This design comes from an exercise in tuning for small area on the open sky130 flow, not from production work. Where RTL was checked, it was by simulation tests only, not by an equivalence proof against the original.

==> module Mul23170, before the edit <==
module Mul23170 (
    input  wire [16:0] u,
    output wire [15:0] p,
    output wire        lz
);
  wire [19:0] u5;
  wire [23:0] u65;
  wire [22:0] u45;
  wire [29:0] u11585;
  ShAdd #(17, 17, 2, 20, 12) a5 (.a(u), .b(u), .neg(1'b0), .y(u5));
  ShAdd #(17, 17, 6, 24, 12) a65 (.a(u), .b(u), .neg(1'b0), .y(u65));
  ShAdd #(20, 20, 3, 23, 12) a45 (.a(u5), .b(u5), .neg(1'b0), .y(u45));
  ShAdd #(24, 23, 8, 30, 12) a11585 (.a(u65), .b(u45), .neg(1'b0), .y(u11585));
  assign p  = u11585[29:14];
  assign lz = ~(|u11585[13:0]);
endmodule
==> module Rot2, before the edit <==
module Rot2 (
    input  wire [15:0] ar,
    input  wire [15:0] ai,
    input  wire [ 1:0] k,
    input  wire        inv,
    output wire [15:0] re,
    output wire [15:0] im,
    output wire        zre,
    output wire        zim
);
  wire [15:0] t_re, t_im;
  RotTriv u_t (
      .ar (ar),
      .ai (ai),
      .j  (k[1]),
      .inv(inv),
      .re (t_re),
      .im (t_im)
  );
  wire [16:0] us, ud;
  Rca #(17, 12) u_s (
      .a  ({ar[15], ar}),
      .b  ({ai[15], ai}),
      .cin(1'b0),
      .s  (us)
  );
  Rca #(17, 12) u_d (
      .a  ({ar[15], ar}),
      .b  (~{ai[15], ai}),
      .cin(1'b1),
      .s  (ud)
  );
  wire [15:0] ms, md;
  wire zs, zd;
  Mul23170 u_ms (
      .u (us),
      .p (ms),
      .lz(zs)
  );
  Mul23170 u_md (
      .u (ud),
      .p (md),
      .lz(zd)
  );
  wire re_d = (k[1] == inv);
  wire re_n = k[1];
  wire im_n = inv;
  wire [15:0] m_re = re_d ? md : ms;
  wire [15:0] m_im = re_d ? ms : md;
  wire l_re = re_d ? zd : zs;
  wire l_im = re_d ? zs : zd;
  assign re = k[0] ? (m_re ^ {16{re_n}}) : t_re;
  assign im = k[0] ? (m_im ^ {16{im_n}}) : t_im;
  assign zre = k[0] & re_n & l_re;
  assign zim = k[0] & im_n & l_im;
endmodule
==> module Rot3Part, before the edit <==
module Rot3Part (
    input  wire [30:0] xa0,   
    input  wire [30:0] xa1,   
    input  wire [30:0] xa2,   
    input  wire [15:0] xt,    
    input  wire [30:0] yb0,
    input  wire [30:0] yb1,
    input  wire [30:0] yb2,
    input  wire [15:0] yt,    
    input  wire [ 3:0] xs,    
    input  wire [ 3:0] ys,
    input  wire        nx,
    input  wire        ny,
    output wire [15:0] y,     
    output wire        z
);
  wire [30:0] xv = ({31{xs[0]}} & xa0) | ({31{xs[1]}} & xa1) | ({31{xs[2]}} & xa2) |
                   ({31{xs[3]}} & {{15{xt[15]}}, xt});
  wire [30:0] yv = ({31{ys[0]}} & yb0) | ({31{ys[1]}} & yb1) | ({31{ys[2]}} & yb2) |
                   ({31{ys[3]}} & {yt, 15'd0});
  wire b = nx ^ ny;
  wire c = ~nx & ny;
  wire both = nx & ny;
  wire [30:0] p;
  Rca #(31, 8) u_add (
      .a  (xv),
      .b  (yv ^ {31{b}}),
      .cin(c),
      .s  (p)
  );
  assign y = p[30:15] ^ {16{nx}};
  assign z = both & ~(|p[14:0]);
endmodule
export LEC_CHECK = 0
export CAP_MARGIN = 20
export CORE_MARGIN = 2
export CORE_UTILIZATION = 40
export SLEW_MARGIN = 20
create_clock -name core_clock -period 12.0 [get_ports {clk}]
run.sh (not shown) runs the stock make flow with config.mk's settings and CLKGATE_MAP_FILE= SYNTH_SCRIPT=/design/flow/synth_recipe.tcl, a recipe that flattens the netlist after the stock synthesis.
The baseline completed without violations.
Edit:
--- a/flow/design.v
+++ b/flow/design.v
@@ -97,10 +97,22 @@
       for (int i = 1; i < LEN; i++) dly[i] <= dly[i-1];
     end
   end
   assign dout = dly[LEN-1];
 endmodule
+module Inc16 (
+    input  wire [15:0] q,
+    input  wire        inc,
+    output wire [15:0] y
+);
+  Rca #(16) u_inc (
+      .a  (q),
+      .b  (16'd0),
+      .cin(inc),
+      .s  (y)
+  );
+endmodule
 module Triv1 (
     input  wire [15:0] x,
     input  wire        neg,
     output wire [15:0] y
 );
@@ -160,14 +172,14 @@
 );
   wire [19:0] u5;
   wire [23:0] u65;
   wire [22:0] u45;
   wire [29:0] u11585;
-  ShAdd #(17, 17, 2, 20, 12) a5 (.a(u), .b(u), .neg(1'b0), .y(u5));
-  ShAdd #(17, 17, 6, 24, 12) a65 (.a(u), .b(u), .neg(1'b0), .y(u65));
-  ShAdd #(20, 20, 3, 23, 12) a45 (.a(u5), .b(u5), .neg(1'b0), .y(u45));
-  ShAdd #(24, 23, 8, 30, 12) a11585 (.a(u65), .b(u45), .neg(1'b0), .y(u11585));
+  ShAdd #(17, 17, 2, 20, 1000) a5 (.a(u), .b(u), .neg(1'b0), .y(u5));
+  ShAdd #(17, 17, 6, 24, 1000) a65 (.a(u), .b(u), .neg(1'b0), .y(u65));
+  ShAdd #(20, 20, 3, 23, 1000) a45 (.a(u5), .b(u5), .neg(1'b0), .y(u45));
+  ShAdd #(24, 23, 8, 30, 1000) a11585 (.a(u65), .b(u45), .neg(1'b0), .y(u11585));
   assign p  = u11585[29:14];
   assign lz = ~(|u11585[13:0]);
 endmodule
 module Rot2 (
     input  wire [15:0] ar,
@@ -187,17 +199,17 @@
       .inv(inv),
       .re (t_re),
       .im (t_im)
   );
   wire [16:0] us, ud;
-  Rca #(17, 12) u_s (
+  Rca #(17, 1000) u_s (
       .a  ({ar[15], ar}),
       .b  ({ai[15], ai}),
       .cin(1'b0),
       .s  (us)
   );
-  Rca #(17, 12) u_d (
+  Rca #(17, 1000) u_d (
       .a  ({ar[15], ar}),
       .b  (~{ai[15], ai}),
       .cin(1'b1),
       .s  (ud)
   );
@@ -270,11 +282,11 @@
                    ({31{ys[3]}} & {yt, 15'd0});
   wire b = nx ^ ny;
   wire c = ~nx & ny;
   wire both = nx & ny;
   wire [30:0] p;
-  Rca #(31, 8) u_add (
+  Rca #(31, 1000) u_add (
       .a  (xv),
       .b  (yv ^ {31{b}}),
       .cin(c),
       .s  (p)
   );
With this change the flow reached the layout checks and failed them: negative setup slack; cell area shrinks by 3.8%; sequential cell count is unchanged; sequential share of layout area grows by 1.4 points; wire length shrinks by 9.1%; maximum frequency shrinks by 7.4%; worst setup slack loses 0.94 ns; die area shrinks by 5.5%; synthesized cell count shrinks by 13%; global-route usage shrinks by 0.45 points.
Function not checked in the second run of this note: the RTL went through the layout flow alone.

---

Another version of the RTL of R2Sdf (not shown whole).
Size in the first run: about 4,700 cells after synthesis, roughly 730 flip-flops, ~54,000 sq um of cells after synthesis.
==> module Rot3Part, before the edit <==
module Rot3Part (
    input  wire [30:0] xa0,   
    input  wire [30:0] xa1,   
    input  wire [30:0] xa2,   
    input  wire [15:0] xt,    
    input  wire [30:0] yb0,
    input  wire [30:0] yb1,
    input  wire [30:0] yb2,
    input  wire [15:0] yt,    
    input  wire [ 3:0] xs,    
    input  wire [ 3:0] ys,
    input  wire        nx,
    input  wire        ny,
    output wire [15:0] y,     
    output wire        z
);
  wire [30:0] xv = ({31{xs[0]}} & xa0) | ({31{xs[1]}} & xa1) | ({31{xs[2]}} & xa2) |
                   ({31{xs[3]}} & {{15{xt[15]}}, xt});
  wire [30:0] yv = ({31{ys[0]}} & yb0) | ({31{ys[1]}} & yb1) | ({31{ys[2]}} & yb2) |
                   ({31{ys[3]}} & {yt, 15'd0});
  wire b = nx ^ ny;
  wire c = ~nx & ny;
  wire both = nx & ny;
  wire [30:0] p;
  Rca #(31, 12) u_add (
      .a  (xv),
      .b  (yv ^ {31{b}}),
      .cin(c),
      .s  (p)
  );
  assign y = p[30:15] ^ {16{nx}};
  assign z = both & ~(|p[14:0]);
endmodule
export LEC_CHECK = 0
export ABC_AREA = 1
export CAP_MARGIN = 20
export CORE_MARGIN = 2
export CORE_UTILIZATION = 40
export CTS_CLUSTER_DIAMETER = 120
export CTS_CLUSTER_SIZE = 25
export SETUP_SLACK_MARGIN = 0.3
export SLEW_MARGIN = 20
create_clock -name core_clock -period 12.0 [get_ports {clk}]
Change:
--- a/flow/design.v
+++ b/flow/design.v
@@ -270,11 +270,11 @@
                    ({31{ys[3]}} & {yt, 15'd0});
   wire b = nx ^ ny;
   wire c = ~nx & ny;
   wire both = nx & ny;
   wire [30:0] p;
-  Rca #(31, 12) u_add (
+  Rca #(31, 24) u_add (
       .a  (xv),
       .b  (yv ^ {31{b}}),
       .cin(c),
       .s  (p)
   );
Outcome: The changed run passed the timing, design-rule and antenna checks. First-iteration DRC count fell by roughly a tenth. Utilization grows by 0.24 points. Setup slack improved by 140 ps. Routed wire length decreases by a few percent. Via count goes down by a few percent.

---

== raven ==
Another version of the RTL of R2Sdf (not shown whole).
Size: about 730 flip-flops, about 71 I/O pins, roughly 53000 µm² of cells after synthesis.
==> module Mul23170, before the edit <==
module Mul23170 (
    input  wire [16:0] u,
    output wire [15:0] p,
    output wire        lz
);
  wire [19:0] u5;
  wire [23:0] u65;
  wire [22:0] u45;
  wire [29:0] u11585;
  ShAdd #(17, 17, 2, 20, 20) a5 (.a(u), .b(u), .neg(1'b0), .y(u5));
  ShAdd #(17, 17, 6, 24, 20) a65 (.a(u), .b(u), .neg(1'b0), .y(u65));
  ShAdd #(20, 20, 3, 23, 20) a45 (.a(u5), .b(u5), .neg(1'b0), .y(u45));
  ShAdd #(24, 23, 8, 30, 20) a11585 (.a(u65), .b(u45), .neg(1'b0), .y(u11585));
  assign p  = u11585[29:14];
  assign lz = ~(|u11585[13:0]);
endmodule
==> module Rot2, before the edit <==
module Rot2 (
    input  wire [15:0] ar,
    input  wire [15:0] ai,
    input  wire [ 1:0] k,
    input  wire        inv,
    output wire [15:0] re,
    output wire [15:0] im,
    output wire        zre,
    output wire        zim
);
  wire [15:0] t_re, t_im;
  RotTriv u_t (
      .ar (ar),
      .ai (ai),
      .j  (k[1]),
      .inv(inv),
      .re (t_re),
      .im (t_im)
  );
  wire [16:0] us, ud;
  Rca #(17, 20) u_s (
      .a  ({ar[15], ar}),
      .b  ({ai[15], ai}),
      .cin(1'b0),
      .s  (us)
  );
  Rca #(17, 20) u_d (
      .a  ({ar[15], ar}),
      .b  (~{ai[15], ai}),
      .cin(1'b1),
      .s  (ud)
  );
  wire [15:0] ms, md;
  wire zs, zd;
  Mul23170 u_ms (
      .u (us),
      .p (ms),
      .lz(zs)
  );
  Mul23170 u_md (
      .u (ud),
      .p (md),
      .lz(zd)
  );
  wire re_d = (k[1] == inv);
  wire re_n = k[1];
  wire im_n = inv;
  wire [15:0] m_re = re_d ? md : ms;
  wire [15:0] m_im = re_d ? ms : md;
  wire l_re = re_d ? zd : zs;
  wire l_im = re_d ? zs : zd;
  assign re = k[0] ? (m_re ^ {16{re_n}}) : t_re;
  assign im = k[0] ? (m_im ^ {16{im_n}}) : t_im;
  assign zre = k[0] & re_n & l_re;
  assign zim = k[0] & im_n & l_im;
endmodule
export LEC_CHECK = 0
export ABC_AREA = 1
export CAP_MARGIN = 20
export CORE_MARGIN = 2
export CORE_UTILIZATION = 40
export CTS_CLUSTER_DIAMETER = 120
export CTS_CLUSTER_SIZE = 25
export SETUP_SLACK_MARGIN = 0.15
export SLEW_MARGIN = 20
create_clock -name core_clock -period 12.0 [get_ports {clk}]
standard.sh (not shown) runs the stock make flow with config.mk's settings and CLKGATE_MAP_FILE= SYNTH_SCRIPT=/design/flow/synth_recipe.tcl, a recipe that flattens the netlist after the stock synthesis.
==> flow/flow/run.sh <==
#!/bin/bash
# Own flow: the standard layout (standard.sh, standard synthesis unchanged) with two
# changes: the port buffers use the smallest buffer cell, and CTS adds no dummy loads.
# Clustering is the same as config.mk's CTS_CLUSTER_SIZE / CTS_CLUSTER_DIAMETER.
export BUFFER_PORTS_ARGS="-buffer_cell sky130_fd_sc_hd__buf_1"
export CTS_ARGS="-sink_clustering_enable -repair_clock_nets -sink_clustering_size 25 -sink_clustering_max_diameter 120 -dont_use_dummy_load"
bash standard.sh > standard.log 2>&1
diff inputs: raven => quartz
--- a/flow/design.v
+++ b/flow/design.v
@@ -161,12 +161,12 @@
   wire [19:0] u5;
   wire [23:0] u65;
   wire [22:0] u45;
   wire [29:0] u11585;
-  ShAdd #(17, 17, 2, 20, 20) a5 (.a(u), .b(u), .neg(1'b0), .y(u5));
-  ShAdd #(17, 17, 6, 24, 20) a65 (.a(u), .b(u), .neg(1'b0), .y(u65));
-  ShAdd #(20, 20, 3, 23, 20) a45 (.a(u5), .b(u5), .neg(1'b0), .y(u45));
-  ShAdd #(24, 23, 8, 30, 20) a11585 (.a(u65), .b(u45), .neg(1'b0), .y(u11585));
+  ShAdd #(17, 17, 2, 20, 16) a5 (.a(u), .b(u), .neg(1'b0), .y(u5));
+  ShAdd #(17, 17, 6, 24, 16) a65 (.a(u), .b(u), .neg(1'b0), .y(u65));
+  ShAdd #(20, 20, 3, 23, 16) a45 (.a(u5), .b(u5), .neg(1'b0), .y(u45));
+  ShAdd #(24, 23, 8, 30, 16) a11585 (.a(u65), .b(u45), .neg(1'b0), .y(u11585));
   assign p  = u11585[29:14];
   assign lz = ~(|u11585[13:0]);
 endmodule
 module Rot2 (
@@ -188,15 +188,15 @@
       .re (t_re),
       .im (t_im)
   );
   wire [16:0] us, ud;
-  Rca #(17, 20) u_s (
+  Rca #(17, 16) u_s (
       .a  ({ar[15], ar}),
       .b  ({ai[15], ai}),
       .cin(1'b0),
       .s  (us)
   );
-  Rca #(17, 20) u_d (
+  Rca #(17, 16) u_d (
       .a  ({ar[15], ar}),
       .b  (~{ai[15], ai}),
       .cin(1'b1),
       .s  (ud)
==> summary.txt <==
Routed length on met2: quartz vs raven down 810 µm. Compared with raven, in quartz largest fanout on the critical path decreased by 1 relative to the old numbers, synthesized-area fraction occupied by ao, oa, aoi and oai cells closely matched the old numbers. STATUS worst setup slack: quartz wins against raven. Relative to raven, the number of nets in the layout measured on quartz has increased slightly. Going from raven to quartz, number of standard-cell rows in the floorplan was more or less identical. Of raven and quartz, the run reporting the lower CTS buffer count was quartz. Taking raven as the reference, in quartz placement-stage cell area saw little to no change; final cell count climbed 83; area growth from synthesis to layout decreased 1.1 points. The pin count of the biggest net entering global routing of quartz falls short of that of raven by 20. Looking at design area across raven and quartz, the one that comes out lower is quartz.

==> port drivers added, routing unchanged <==
Ports are ideal in the flow. The routed layouts listed here were re-timed in OpenROAD.
Step 1: set_driving_cell puts a clkbuf_16 on clk and a buf_2 on each other input, an assumption about the parent block.
Step 2 also shifts input and output timing later by t, the mid clock arrival at the registers, as if the neighbouring blocks saw the same clock.
a / b / c = no drivers / after step 1 / after step 2; a / b = the first two.
| run | shift t [ns] | slack for setup (ns) | latest minus earliest clock arrival (ns) |
|---|---|---|---|
| the first run of note 1 | 0.755 | 0.224 / 0.224 / 0.224 | 0.048 / 0.048 |
| the second run of note 1 | 0.736 | -0.716 / -0.716 / -1.080 | 0.041 / 0.041 |
| the first run of note 2 | 0.712 | 0.272 / 0.272 / 0.272 | 0.052 / 0.052 |
| the second run of note 2 | 0.692 | 0.414 / 0.414 / -0.098 | 0.037 / 0.037 |
| raven | 0.684 | 0.320 / 0.320 / -0.303 | 0.112 / 0.111 |
| quartz | 0.686 | 0.386 / 0.386 / -0.269 | 0.045 / 0.046 |
With both steps, setup timing fails in the second run of note 2, raven and quartz, where it was met with ideal ports. The setup slack of quartz, which loses most, moves by 0.000 ns with the drivers and by -0.655 ns with both steps.
